Source: an optimization exercise on an open RTL-to-GDS flow (aim: small area and a short achievable clock period). Production flows keep margins and buffers that such runs may drop. Where RTL was checked, it was by simulation tests only, not by an equivalence proof against the original.

## violet
==> flow/design.v <==
`timescale 1ns/1ps
module sra16 (
    input  wire [31:0] d,
    input  wire [3:0]  h,
    input  wire [3:0]  q,
    output wire [31:0] o
);
    wire [46:0] de = {{15{d[31]}}, d};
    wire [46:0] m;
    genvar k;
    generate
        for (k = 0; k < 44; k = k + 1) begin : lo
            assign m[k] = (h[0] & de[k]) | (h[1] & de[k+1]) | (h[2] & de[k+2]) | (h[3] & de[k+3]);
        end
        for (k = 44; k < 47; k = k + 1) begin : hi
            assign m[k] = d[31];
        end
        for (k = 0; k < 32; k = k + 1) begin : out
            assign o[k] = (q[0] & m[k]) | (q[1] & m[k+4]) | (q[2] & m[k+8]) | (q[3] & m[k+12]);
        end
    endgenerate
endmodule
module carries32 (
    input  wire [31:0] a,
    input  wire [31:0] b,
    output wire [31:0] c
);
    wire [31:0] g [0:6];
    wire [31:0] p [0:6];
    assign g[0] = a & b;
    assign p[0] = a ^ b;
    genvar l, k;
    generate
        for (l = 0; l < 5; l = l + 1) begin : ks
            for (k = 0; k < 32; k = k + 1) begin : bk
                if ((k & 1) && k >= (1 << l)) begin : n
                    assign g[l+1][k] = g[l][k] | (p[l][k] & g[l][k - (1 << l)]);
                    assign p[l+1][k] = p[l][k] & p[l][k - (1 << l)];
                end else begin : w
                    assign g[l+1][k] = g[l][k];
                    assign p[l+1][k] = p[l][k];
                end
            end
        end
        for (k = 0; k < 32; k = k + 1) begin : ev
            if (!(k & 1) && k >= 2) begin : n
                assign g[6][k] = g[5][k] | (p[5][k] & g[5][k-1]);
            end else begin : w
                assign g[6][k] = g[5][k];
            end
            assign p[6][k] = p[5][k];
        end
    endgenerate
    assign c = {g[6][30:0], 1'b0};
endmodule
module cordic_cos (
    input  wire        clk,
    input  wire        rst,
    input  wire [31:0] angle_in,
    output reg  [31:0] cos_out,
    output reg  [31:0] sin_out
);
    localparam [31:0] K = 32'h4DBA76D0;
    reg  [4:0] cr;
    wire [4:0] c = cr ^ 5'd17;
    wire load = c[4] & c[0];
    wire publ = c[4] & ~c[0];
    always @(posedge clk or posedge rst) begin
        if (rst)
            cr <= 5'd0;
        else if (c[4])
            cr <= c[0] ? 5'd17 : 5'd0;
        else
            cr <= (c + 5'd1) ^ 5'd17;
    end
    reg [31:0] atan;
    always @(*) begin
        case (c[3:0])
            4'd0:  atan = 32'h3243F6A9;
            4'd1:  atan = 32'h1DAC6705;
            4'd2:  atan = 32'h0FADBAFC;
            4'd3:  atan = 32'h07F56EA6;
            4'd4:  atan = 32'h03FEAB76;
            4'd5:  atan = 32'h01FFD55B;
            4'd6:  atan = 32'h00FFFABA;
            4'd7:  atan = 32'h007FFFD5;
            4'd8:  atan = 32'h003FFFFF;
            4'd9:  atan = 32'h001FFFFF;
            4'd10: atan = 32'h000FFFFF;
            4'd11: atan = 32'h0007FFFF;
            4'd12: atan = 32'h0003FFFF;
            4'd13: atan = 32'h0001FFFF;
            4'd14: atan = 32'h0000FFFF;
            default: atan = 32'h00007FFF;
        endcase
    end
    wire [3:0] snext = (load | c[4]) ? 4'd0 : c[3:0] + 4'd1;
    wire [3:0] hn = 4'b0001 << snext[1:0];
    wire [3:0] qn = 4'b0001 << snext[3:2];
    reg  [3:0] hx, qx, hyn, qyn;
    always @(posedge clk) begin
        hx  <= hn;
        qx  <= qn;
        hyn <= ~hn;
        qyn <= ~qn;
    end
    reg [31:0] x, y, z;
    reg        zpos;
    wire [31:0] xs, ys;
    sra16 shx (.d(x), .h(hx), .q(qx), .o(xs));
    sra16 shy (.d(y), .h(~hyn), .q(~qyn), .o(ys));
    wire [31:0] sx = {32{zpos}};      
    wire [31:0] sy = {32{z[31]}};     
    wire [31:0] ax = x ^ sx, ay = y ^ sy, az = z ^ sx;
    wire [31:0] cx, cy;                          
    carries32 kx (.a(ax), .b(ys), .c(cx));
    carries32 ky (.a(ay), .b(xs), .c(cy));
    wire [31:0] cz;
    carries32 kz (.a(az), .b(atan), .c(cz));
    wire [31:0] xn = x ^ ys ^ cx;
    wire [31:0] yn = y ^ xs ^ cy;
    wire [31:0] zn = z ^ atan ^ cz;
    always @(posedge clk) begin
        if (load) begin
            zpos <= ~angle_in[31];
            x <= K;
            y <= 32'd0;
            z <= angle_in;
        end else begin
            x <= xn;
            y <= yn;
            zpos <= ~zn[31];
            z <= zn;
        end
    end
    always @(posedge clk or posedge rst) begin
        if (rst) begin
            cos_out <= 32'd0;
            sin_out <= 32'd0;
        end else if (publ) begin
            cos_out <= x;
            sin_out <= y;
        end
    end
endmodule
clock: 10.0 ns
lec_check: 0
cap_margin: 20
core_margin: 2
core_utilization: 40
slew_margin: 20
standard.sh (not shown) runs the stock make flow with config.mk's settings and CLKGATE_MAP_FILE= SYNTH_SCRIPT=/design/flow/synth_recipe.tcl, a recipe that flattens the netlist after the stock synthesis.
==> flow/flow/run.sh <==
#!/bin/bash
# The standard layout (standard.sh, with its config and SDC), with these changes:
# - synthesis runs ORFS's synth.tcl through flow/my_synth.tcl, which differs from
#   synth_recipe.tcl only in the ABC script: flow/abc_map.script (delay-driven
#   mapping) with the delay target in flow/abc_d.txt;
# - repair_timing aims for the setup margin in flow/margin.txt;
# - flow/make_args.txt: further ORFS variables, one per line (port buffer cell, ...).
# The clock period, SDC, reset and I/O constraints are the standard flow's own.
set -euo pipefail
W=$PWD
export MY_ABC_SCRIPT=$W/flow/abc_map.script
export MY_ABC_D=$(cat $W/flow/abc_d.txt)
M=$(cat $W/flow/margin.txt)
ARGS=()
while IFS= read -r line; do [ -n "$line" ] && ARGS+=("$line"); done < $W/flow/make_args.txt
bash $W/standard.sh SYNTH_SCRIPT=$W/flow/my_synth.tcl SETUP_SLACK_MARGIN=$M "${ARGS[@]}" \
  finish > $W/flow_standard.log 2>&1
==> flow/flow/abc_d.txt <==
2000
==> flow/flow/abc_map.script <==
strash
dch
map -B 0.9 {D}
topo
stime -c
buffer -c
upsize -c {D}
dnsize -c {D}
stime -c
==> flow/flow/make_args.txt <==
BUFFER_PORTS_ARGS=-buffer_cell sky130_fd_sc_hd__buf_1
CTS_ARGS=-sink_clustering_enable -repair_clock_nets -dont_use_dummy_load
==> flow/flow/margin.txt <==
6.5
==> flow/flow/my_synth.tcl <==
proc synth {args} { yosys synth -nofsm -noshare {*}$args }
proc abc {args} {
  set new {}
  set skip 0
  foreach a $args {
    if {$skip} { set skip 0; lappend new $::env(MY_ABC_SCRIPT); continue }
    if {$a eq "-script"} { set skip 1; lappend new $a; continue }
    lappend new $a
  }
  if {[info exists ::env(MY_ABC_D)]} {
    set i [lsearch $new -D]
    if {$i >= 0} { set new [lreplace $new $i [expr {$i+1}]] }
    lappend new -D $::env(MY_ABC_D)
  }
  puts "MY ABC: $new"
  yosys abc {*}$new
}
source $::env(SCRIPTS_DIR)/synth.tcl
# left out here: clear keep_hierarchy, flatten, clean up, hide names made inside functions, write 1_2_yosys.v
What zinc does differently from violet at the input level:
diff --git a/flow/design.v b/flow/design.v
--- a/flow/design.v
+++ b/flow/design.v
@@ -50,31 +50,55 @@
             end
             assign p[6][k] = p[5][k];
         end
     endgenerate
     assign c = {g[6][30:0], 1'b0};
 endmodule
+module carries32s (
+    input  wire [31:0] a,
+    input  wire [31:0] b,
+    output wire [31:0] c
+);
+    wire [31:0] g [0:5];
+    wire [31:0] p [0:5];
+    assign g[0] = a & b;
+    assign p[0] = a ^ b;
+    genvar l, k;
+    generate
+        for (l = 0; l < 5; l = l + 1) begin : sk
+            for (k = 0; k < 32; k = k + 1) begin : bk
+                if ((k >> l) & 1) begin : n
+                    assign g[l+1][k] = g[l][k] | (p[l][k] & g[l][((k >> l) << l) - 1]);
+                    assign p[l+1][k] = p[l][k] & p[l][((k >> l) << l) - 1];
+                end else begin : w
+                    assign g[l+1][k] = g[l][k];
+                    assign p[l+1][k] = p[l][k];
+                end
+            end
+        end
+    endgenerate
+    assign c = {g[5][30:0], 1'b0};
+endmodule
 module cordic_cos (
     input  wire        clk,
     input  wire        rst,
     input  wire [31:0] angle_in,
     output reg  [31:0] cos_out,
     output reg  [31:0] sin_out
 );
     localparam [31:0] K = 32'h4DBA76D0;
-    reg  [4:0] cr;
-    wire [4:0] c = cr ^ 5'd17;
+    reg [4:0] c;
     wire load = c[4] & c[0];
     wire publ = c[4] & ~c[0];
     always @(posedge clk or posedge rst) begin
         if (rst)
-            cr <= 5'd0;
+            c <= 5'd17;
         else if (c[4])
-            cr <= c[0] ? 5'd17 : 5'd0;
+            c <= c[0] ? 5'd0 : 5'd17;
         else
-            cr <= (c + 5'd1) ^ 5'd17;
+            c <= c + 5'd1;
     end
     reg [31:0] atan;
     always @(*) begin
         case (c[3:0])
             4'd0:  atan = 32'h3243F6A9;
             4'd1:  atan = 32'h1DAC6705;
@@ -110,14 +134,14 @@
     sra16 shx (.d(x), .h(hx), .q(qx), .o(xs));
     sra16 shy (.d(y), .h(~hyn), .q(~qyn), .o(ys));
     wire [31:0] sx = {32{zpos}};      
     wire [31:0] sy = {32{z[31]}};     
     wire [31:0] ax = x ^ sx, ay = y ^ sy, az = z ^ sx;
     wire [31:0] cx, cy;                          
-    carries32 kx (.a(ax), .b(ys), .c(cx));
-    carries32 ky (.a(ay), .b(xs), .c(cy));
+    carries32s kx (.a(ax), .b(ys), .c(cx));
+    carries32s ky (.a(ay), .b(xs), .c(cy));
     wire [31:0] cz;
     carries32 kz (.a(az), .b(atan), .c(cz));
     wire [31:0] xn = x ^ ys ^ cx;
     wire [31:0] yn = y ^ xs ^ cy;
     wire [31:0] zn = z ^ atan ^ cz;
     always @(posedge clk) begin
### Flow results
- zinc vs violet — highest clock frequency the design can meet dropped by a few percent
- Changes observed in zinc relative to violet: final net count increased 14, area fraction in compound gates after synthesis decreased 1.3 points, met3 layer usage reported by global route rose 1.0 points, final estimated routing congestion in global placement stayed essentially flat.
No functional check of the RTL was part of any run of this note.

cordic_cos, a different RTL version from the one above (not shown whole).
Size: roughly 2,000 cells after synthesis, roughly 14,000 um2 of cells after synthesis.
==> module cordic_cos, before the edit <==
module cordic_cos (
    input  wire        clk,
    input  wire        rst,
    input  wire [31:0] angle_in,
    output reg  [31:0] cos_out,
    output reg  [31:0] sin_out
);
    localparam [31:0] K = 32'h4DBA76D0;
    reg [4:0] c;
    wire load = c[4] & c[0];
    wire publ = c[4] & ~c[0];
    always @(posedge clk or posedge rst) begin
        if (rst)
            c <= 5'd17;
        else if (c[4])
            c <= c[0] ? 5'd0 : 5'd17;
        else
            c <= c + 5'd1;
    end
    reg [31:0] atan;
    always @(*) begin
        case (c[3:0])
            4'd0:  atan = 32'h3243F6A9;
            4'd1:  atan = 32'h1DAC6705;
            4'd2:  atan = 32'h0FADBAFC;
            4'd3:  atan = 32'h07F56EA6;
            4'd4:  atan = 32'h03FEAB76;
            4'd5:  atan = 32'h01FFD55B;
            4'd6:  atan = 32'h00FFFABA;
            4'd7:  atan = 32'h007FFFD5;
            4'd8:  atan = 32'h003FFFFF;
            4'd9:  atan = 32'h001FFFFF;
            4'd10: atan = 32'h000FFFFF;
            4'd11: atan = 32'h0007FFFF;
            4'd12: atan = 32'h0003FFFF;
            4'd13: atan = 32'h0001FFFF;
            4'd14: atan = 32'h0000FFFF;
            default: atan = 32'h00007FFF;
        endcase
    end
    wire [3:0] snext = (load | c[4]) ? 4'd0 : c[3:0] + 4'd1;
    wire [3:0] hn = 4'b0001 << snext[1:0];
    wire [3:0] qn = 4'b0001 << snext[3:2];
    reg  [3:0] hx, qx, hyn, qyn;
    always @(posedge clk) begin
        hx  <= hn;
        qx  <= qn;
        hyn <= ~hn;
        qyn <= ~qn;
    end
    reg [31:0] x, y, z;
    reg        zpos;
    wire [31:0] xs, ys;
    sra16 shx (.d(x), .h(hx), .q(qx), .o(xs));
    sra16 shy (.d(y), .h(~hyn), .q(~qyn), .o(ys));
    wire [31:0] sx = {32{zpos}};      
    wire [31:0] sy = {32{z[31]}};     
    wire [31:0] ax = x ^ sx, ay = y ^ sy, az = z ^ sx;
    wire [31:0] cx, cy;                          
    carries32 kx (.a(ax), .b(ys), .c(cx));
    carries32 ky (.a(ay), .b(xs), .c(cy));
    wire [31:0] cz;
    carries32 kz (.a(az), .b(atan), .c(cz));
    wire [31:0] xn = x ^ ys ^ cx;
    wire [31:0] yn = y ^ xs ^ cy;
    wire [31:0] zn = z ^ atan ^ cz;
    always @(posedge clk) begin
        if (load) begin
            zpos <= ~angle_in[31];
            x <= K;
            y <= 32'd0;
            z <= angle_in;
        end else begin
            x <= xn;
            y <= yn;
            zpos <= ~zn[31];
            z <= zn;
        end
    end
    always @(posedge clk or posedge rst) begin
        if (rst) begin
            cos_out <= 32'd0;
            sin_out <= 32'd0;
        end else if (publ) begin
            cos_out <= x;
            sin_out <= y;
        end
    end
endmodule
export LEC_CHECK = 0
export CAP_MARGIN = 20
export CORE_MARGIN = 2
export CORE_UTILIZATION = 40
export SLEW_MARGIN = 20
create_clock -name core_clock -period 10.0 [get_ports {clk}]
==> flow/flow/margin.txt <==
6.6
Scripts as last shown in full above: flow/flow/run.sh, flow/flow/abc_d.txt, flow/flow/abc_map.script, flow/flow/make_args.txt, flow/flow/my_synth.tcl
Edit:
--- a/flow/design.v
+++ b/flow/design.v
@@ -52,6 +52,41 @@
         end
     endgenerate
     assign c = {g[6][30:0], 1'b0};
+endmodule
+module carries32bk (
+    input  wire [31:0] a,
+    input  wire [31:0] b,
+    output wire [31:0] c
+);
+    wire [31:0] g [0:9];
+    wire [31:0] t [0:9];
+    assign g[0] = a & b;
+    assign t[0] = a ^ b;
+    genvar l, k;
+    generate
+        for (l = 0; l < 5; l = l + 1) begin : up
+            for (k = 0; k < 32; k = k + 1) begin : bk
+                if ((k % (2 << l)) == (2 << l) - 1) begin : n
+                    assign g[l+1][k] = g[l][k] | (t[l][k] & g[l][k - (1 << l)]);
+                    assign t[l+1][k] = t[l][k] & t[l][k - (1 << l)];
+                end else begin : w
+                    assign g[l+1][k] = g[l][k];
+                    assign t[l+1][k] = t[l][k];
+                end
+            end
+        end
+        for (l = 3; l >= 0; l = l - 1) begin : dn
+            for (k = 0; k < 32; k = k + 1) begin : bk
+                if (k >= (3 << l) - 1 && (k % (2 << l)) == (1 << l) - 1) begin : n
+                    assign g[9-l][k] = g[8-l][k] | (t[8-l][k] & g[8-l][k - (1 << l)]);
+                end else begin : w
+                    assign g[9-l][k] = g[8-l][k];
+                end
+                assign t[9-l][k] = t[8-l][k];
+            end
+        end
+    endgenerate
+    assign c = {g[9][30:0], 1'b0};
 endmodule
 module cordic_cos (
     input  wire        clk,
@@ -115,7 +150,7 @@
     carries32 kx (.a(ax), .b(ys), .c(cx));
     carries32 ky (.a(ay), .b(xs), .c(cy));
     wire [31:0] cz;
-    carries32 kz (.a(az), .b(atan), .c(cz));
+    carries32bk kz (.a(az), .b(atan), .c(cz));
     wire [31:0] xn = x ^ ys ^ cx;
     wire [31:0] yn = y ^ xs ^ cy;
     wire [31:0] zn = z ^ atan ^ cz;
Outcome: Final cell count fell by 3.3%; worst setup slack got worse by 0.022 ns.
The RTL of the second run of this note was laid out without a check of its function.

==> what the ideal ports hide <==
Ports are ideal in the flow. The routed layouts listed here were re-timed in OpenROAD.
Step 1: set_driving_cell puts a clkbuf_16 on clk and a buf_2 on each other input, an assumption about the parent block.
Step 2 times the ports against the registers' clock, not the clock port: input delays grow and output delays shrink by t, the midpoint of the rising clock arrivals with the driver on.
Three values: no drivers, after step 1, after step 2; two values: the first two.
run | shift t [ns] | setup slack, ns | worst hold slack (ns) | pins driven straight from the clock port
violet | 0.506 | 6.681 / 6.681 / 6.681 | 0.476 / 0.476 / 0.476 | 1
zinc | 0.498 | 6.612 / 6.612 / 6.612 | 0.480 / 0.480 / 0.480 | 1
the first run of note 2 | 0.490 | 6.738 / 6.738 / 6.738 | 0.479 / 0.479 / 0.479 | 1
the second run of note 2 | 0.494 | 6.716 / 6.716 / 6.716 | 0.481 / 0.481 / 0.481 | 1
After both steps setup and hold are still met in every run listed.
